Background: an optimization exercise with open tools, aiming at small area. Do not read the settings as production practice. Only simulation tests tie the RTL to the original design; equivalence was not proved.

==> 04-10: inputs <==
## FIR
module FIR (input wire clk, input wire rst, input wire data_i_en, input wire [24:0] data_i,
  output wire data_o_en, output wire [24:0] data_o);
Settings: LEC_CHECK=0, CAP_MARGIN=20, CORE_MARGIN=2, CORE_UTILIZATION=75, CTS_BUF_LIST=sky130_fd_sc_hd__clkbuf_8 sky130_fd_sc_hd__clkbuf_16, CTS_CLUSTER_DIAMETER=250, CTS_CLUSTER_SIZE=24, SLEW_MARGIN=20, SYNTH_HIERARCHICAL=1, SYNTH_MINIMUM_KEEP_SIZE=0; clock period 8.0 ns.
run.sh (not shown) runs the stock make flow with config.mk's settings and CLKGATE_MAP_FILE= SYNTH_SCRIPT=/design/flow/synth_recipe.tcl, a recipe that flattens the netlist after the stock synthesis.
==> 08-22 (differences from 04-10) <==
--- a/flow/config.mk
+++ b/flow/config.mk
@@ -9,6 +9,6 @@
 export CORE_MARGIN = 2
-export CORE_UTILIZATION = 75
-export CTS_BUF_LIST = sky130_fd_sc_hd__clkbuf_8 sky130_fd_sc_hd__clkbuf_16
-export CTS_CLUSTER_DIAMETER = 250
-export CTS_CLUSTER_SIZE = 24
+export CORE_UTILIZATION = 70
+export CTS_BUF_LIST = sky130_fd_sc_hd__clkbuf_16
+export CTS_CLUSTER_DIAMETER = 150
+export CTS_CLUSTER_SIZE = 26
 export SLEW_MARGIN = 20
==> 03-06 (differences from 04-10) <==
--- a/flow/config.mk
+++ b/flow/config.mk
@@ -7,3 +7,3 @@
 export LEC_CHECK = 0
-export CAP_MARGIN = 20
+export CAP_MARGIN = 5
 export CORE_MARGIN = 2
@@ -11,5 +11,5 @@
 export CTS_BUF_LIST = sky130_fd_sc_hd__clkbuf_8 sky130_fd_sc_hd__clkbuf_16
-export CTS_CLUSTER_DIAMETER = 250
+export CTS_CLUSTER_DIAMETER = 150
 export CTS_CLUSTER_SIZE = 24
-export SLEW_MARGIN = 20
+export SLEW_MARGIN = 5
 export SYNTH_HIERARCHICAL = 1
==> impl_metrics.toml <==
[layout]
final_cell_mix = "1244 x fa_1, 1141 x edfxtp_1, 287 x ha_1, 211 x maj3_2, 205 x inv_1"
final-clk-cell-share_pct = 1.906
design_area_um2 = 71640

[route]
routed_wl_um = 155700

[floorplanning]
num_rows = 114

[run_status]
status = "no timing/DRC/antenna violations"

[placement]
hpwlAfterDp_um = 123000

[setup_path]
crit_cells = 15
That was 08-22.
==> impl_metrics.toml <==
[route]
routed_wl_um = 157500
drt_iter0_drc = 3798

[layout]
design_area_um2 = 71470
post-route-util_pct = 79.64
final_cell_mix = "1244 x fa_1, 1141 x edfxtp_1, 287 x ha_1, 211 x maj3_2, 198 x inv_1"
final-clk-cell-share_pct = 1.961

[logic_synthesis]
synth_compound_area_share_pct = 0.09988

[floorplanning]
num_rows = 110

[timing]
final.setup.tns_ps = 0

[run_status]
status = "no timing/DRC/antenna violations"

[setup_path]
crit_cells = 17
That was 03-06.
==> impl_metrics.toml <==
[run_status]
status = "no timing/DRC/antenna violations"

[layout]
final_cell_mix = "1244 x fa_1, 1141 x edfxtp_1, 287 x ha_1, 211 x maj3_2, 206 x inv_1"
final-clk-cell-share_pct = 1.971

[setup_path]
crit_cells = 17

[route]
routed_wl_um = 158400
That was 04-10.

* * *

==> willow: inputs <==
FIR again, from the RTL that the note above started with.
clock: 8.0 ns
lec_check: 0
cap_margin: 20
core_margin: 2
core_utilization: 75
cts_buf_list: sky130_fd_sc_hd__clkbuf_8 sky130_fd_sc_hd__clkbuf_16
cts_cluster_diameter: 90
cts_cluster_size: 24
slew_margin: 20
synth_hierarchical: 1
synth_minimum_keep_size: 0
==> inputs of umber, as changes to willow <==
--- a/flow/config.mk
+++ b/flow/config.mk
@@ -8,8 +8,8 @@
 export CAP_MARGIN = 20
 export CORE_MARGIN = 2
-export CORE_UTILIZATION = 75
+export CORE_UTILIZATION = 65
 export CTS_BUF_LIST = sky130_fd_sc_hd__clkbuf_8 sky130_fd_sc_hd__clkbuf_16
 export CTS_CLUSTER_DIAMETER = 90
-export CTS_CLUSTER_SIZE = 24
+export CTS_CLUSTER_SIZE = 28
 export SLEW_MARGIN = 20
 export SYNTH_HIERARCHICAL = 1
==> summary of the runs <==
Of willow and umber, willow has the higher clock-buffer cell count (gap 7).
Between willow and umber, the lower utilization is in umber (gap 10 points).
umber finished with timing, DRC and antenna clean. willow finished clean.
In willow the sequential share of layout area is higher than in umber, by 0.20 points.
Of umber and willow, willow has the higher via count (gap about 2.7%, measured against willow).
In synthesized cell count, willow and umber do not differ.
In willow the worst setup slack is higher than in umber, by 130 ps.
Between willow and umber, the lower non-clock buffer count is in willow (gap 14).
Routed wire length: umber is lower than willow (1.0%).
==> figures <==
Result of the run: umber finished clean; willow finished clean
Clkbuf count: umber 51; willow 58
Latest clock arrival within the worst-skew pair: umber 720 ps; willow 710 ps
Pre-CTS WS: umber 250 ps; willow 303 ps
Antenna diodes: umber 2; willow 0
Area share of buffers outside the clock network: umber 1.76%; willow 1.63%
Final period utilization: umber 97.9%; willow 96.4%
Worst Hold End: umber d2[21]; willow d2[17]
Row count: umber 118; willow 110
Area of the core: umber 103,000 sq um; willow 89,700 sq um
Die span in x: umber 327 microns; willow 304 microns
Remaining max-slew budget at the tightest pin: umber 28.0%; willow 25.3%
Global-route wire length before repair: umber 234 mm; willow 236 mm
Highest signal layer in the routed design: umber met5; willow met4
Buffers and inverters on the worst path: umber 1; willow 3
Detailed route wirelength on metal2: umber 72.1 mm; willow 74.0 mm
Routed met3 length: umber 15.5 mm; willow 19.1 mm
CP Max Fanout: umber 12; willow 4
CTS clock-pin slew for the worst setup and hold paths: umber 110 ps; willow 100 ps

* * *

==> run X: inputs <==
FIR again, from the RTL that the note above started with.
export LEC_CHECK = 0
export CAP_MARGIN = 20
export CORE_MARGIN = 2
export CORE_UTILIZATION = 75
export CTS_BUF_LIST = sky130_fd_sc_hd__clkbuf_4 sky130_fd_sc_hd__clkbuf_8
export CTS_CLUSTER_DIAMETER = 60
export CTS_CLUSTER_SIZE = 12
export SLEW_MARGIN = 20
export SYNTH_HIERARCHICAL = 1
export SYNTH_MINIMUM_KEEP_SIZE = 0
create_clock -name core_clock -period 8.0 [get_ports {clk}]
==> inputs of run C, as changes to run X <==
Settings changed: CAP_MARGIN 20 to 10, CTS_BUF_LIST sky130_fd_sc_hd__clkbuf_4 sky130_fd_sc_hd__clkbuf_8 to sky130_fd_sc_hd__clkbuf_8 sky130_fd_sc_hd__clkbuf_16, CTS_CLUSTER_DIAMETER 60 to 150, CTS_CLUSTER_SIZE 12 to 24, SLEW_MARGIN 20 to 10.
==> results.ini <==
[drt]
met1_length_mm = 59.8

[cells_and_area]
drive_gt1_share_pct = 12.1

[run_status]
status = finished clean

Source of the figures above: run X

==> results.ini <==
[run_status]
status = finished clean

[drt]
met1_length_mm = 60.3

[logic_synthesis]
synth_most_common_cell = fa_1

[cells_and_area]
drive_gt1_share_pct = 9.88

Source of the figures above: run C

afterwards: timing with drivers on the ports:
The flow's constraints put no driver on any port. The routed layouts listed below were extracted and timed again, unchanged, in two steps. Step 1 assumes that a clkbuf_16 drives the clock port and a buf_2 every other input. Step 2 moves the port delays by t, midway between the first and last clock arrival at a register: inputs arrive t later, outputs are due t later. That takes back most of the time a late clock gives input paths. Slacks: no drivers / after step 1 / after step 2; pairs: no drivers / after step 1.
| run | shift t [ns] | setup WS [ns] | hold slack, ns | worst slew at a driven data input, ns |
|---|---|---|---|---|
| 04-10 | 0.758 | 0.290 / 0.290 / 0.290 | 0.424 / 0.424 / 0.424 | 0.05 |
| 08-22 | 0.748 | 0.261 / 0.261 / 0.261 | 0.425 / 0.425 / 0.425 | 0.06 |
| 03-06 | 0.734 | 0.203 / 0.203 / 0.203 | 0.420 / 0.420 / 0.420 | 0.05 |
| willow | 0.756 | 0.290 / 0.290 / 0.290 | 0.424 / 0.424 / 0.424 | 0.05 |
| umber | 0.766 | 0.165 / 0.165 / 0.165 | 0.429 / 0.429 / 0.429 | 0.05 |
| run X | 0.887 | 0.289 / 0.289 / 0.289 | 0.417 / 0.417 / 0.417 | 0.05 |
| run C | 0.734 | 0.203 / 0.203 / 0.203 | 0.420 / 0.420 / 0.420 | 0.05 |
After both steps every run listed still meets setup and hold.
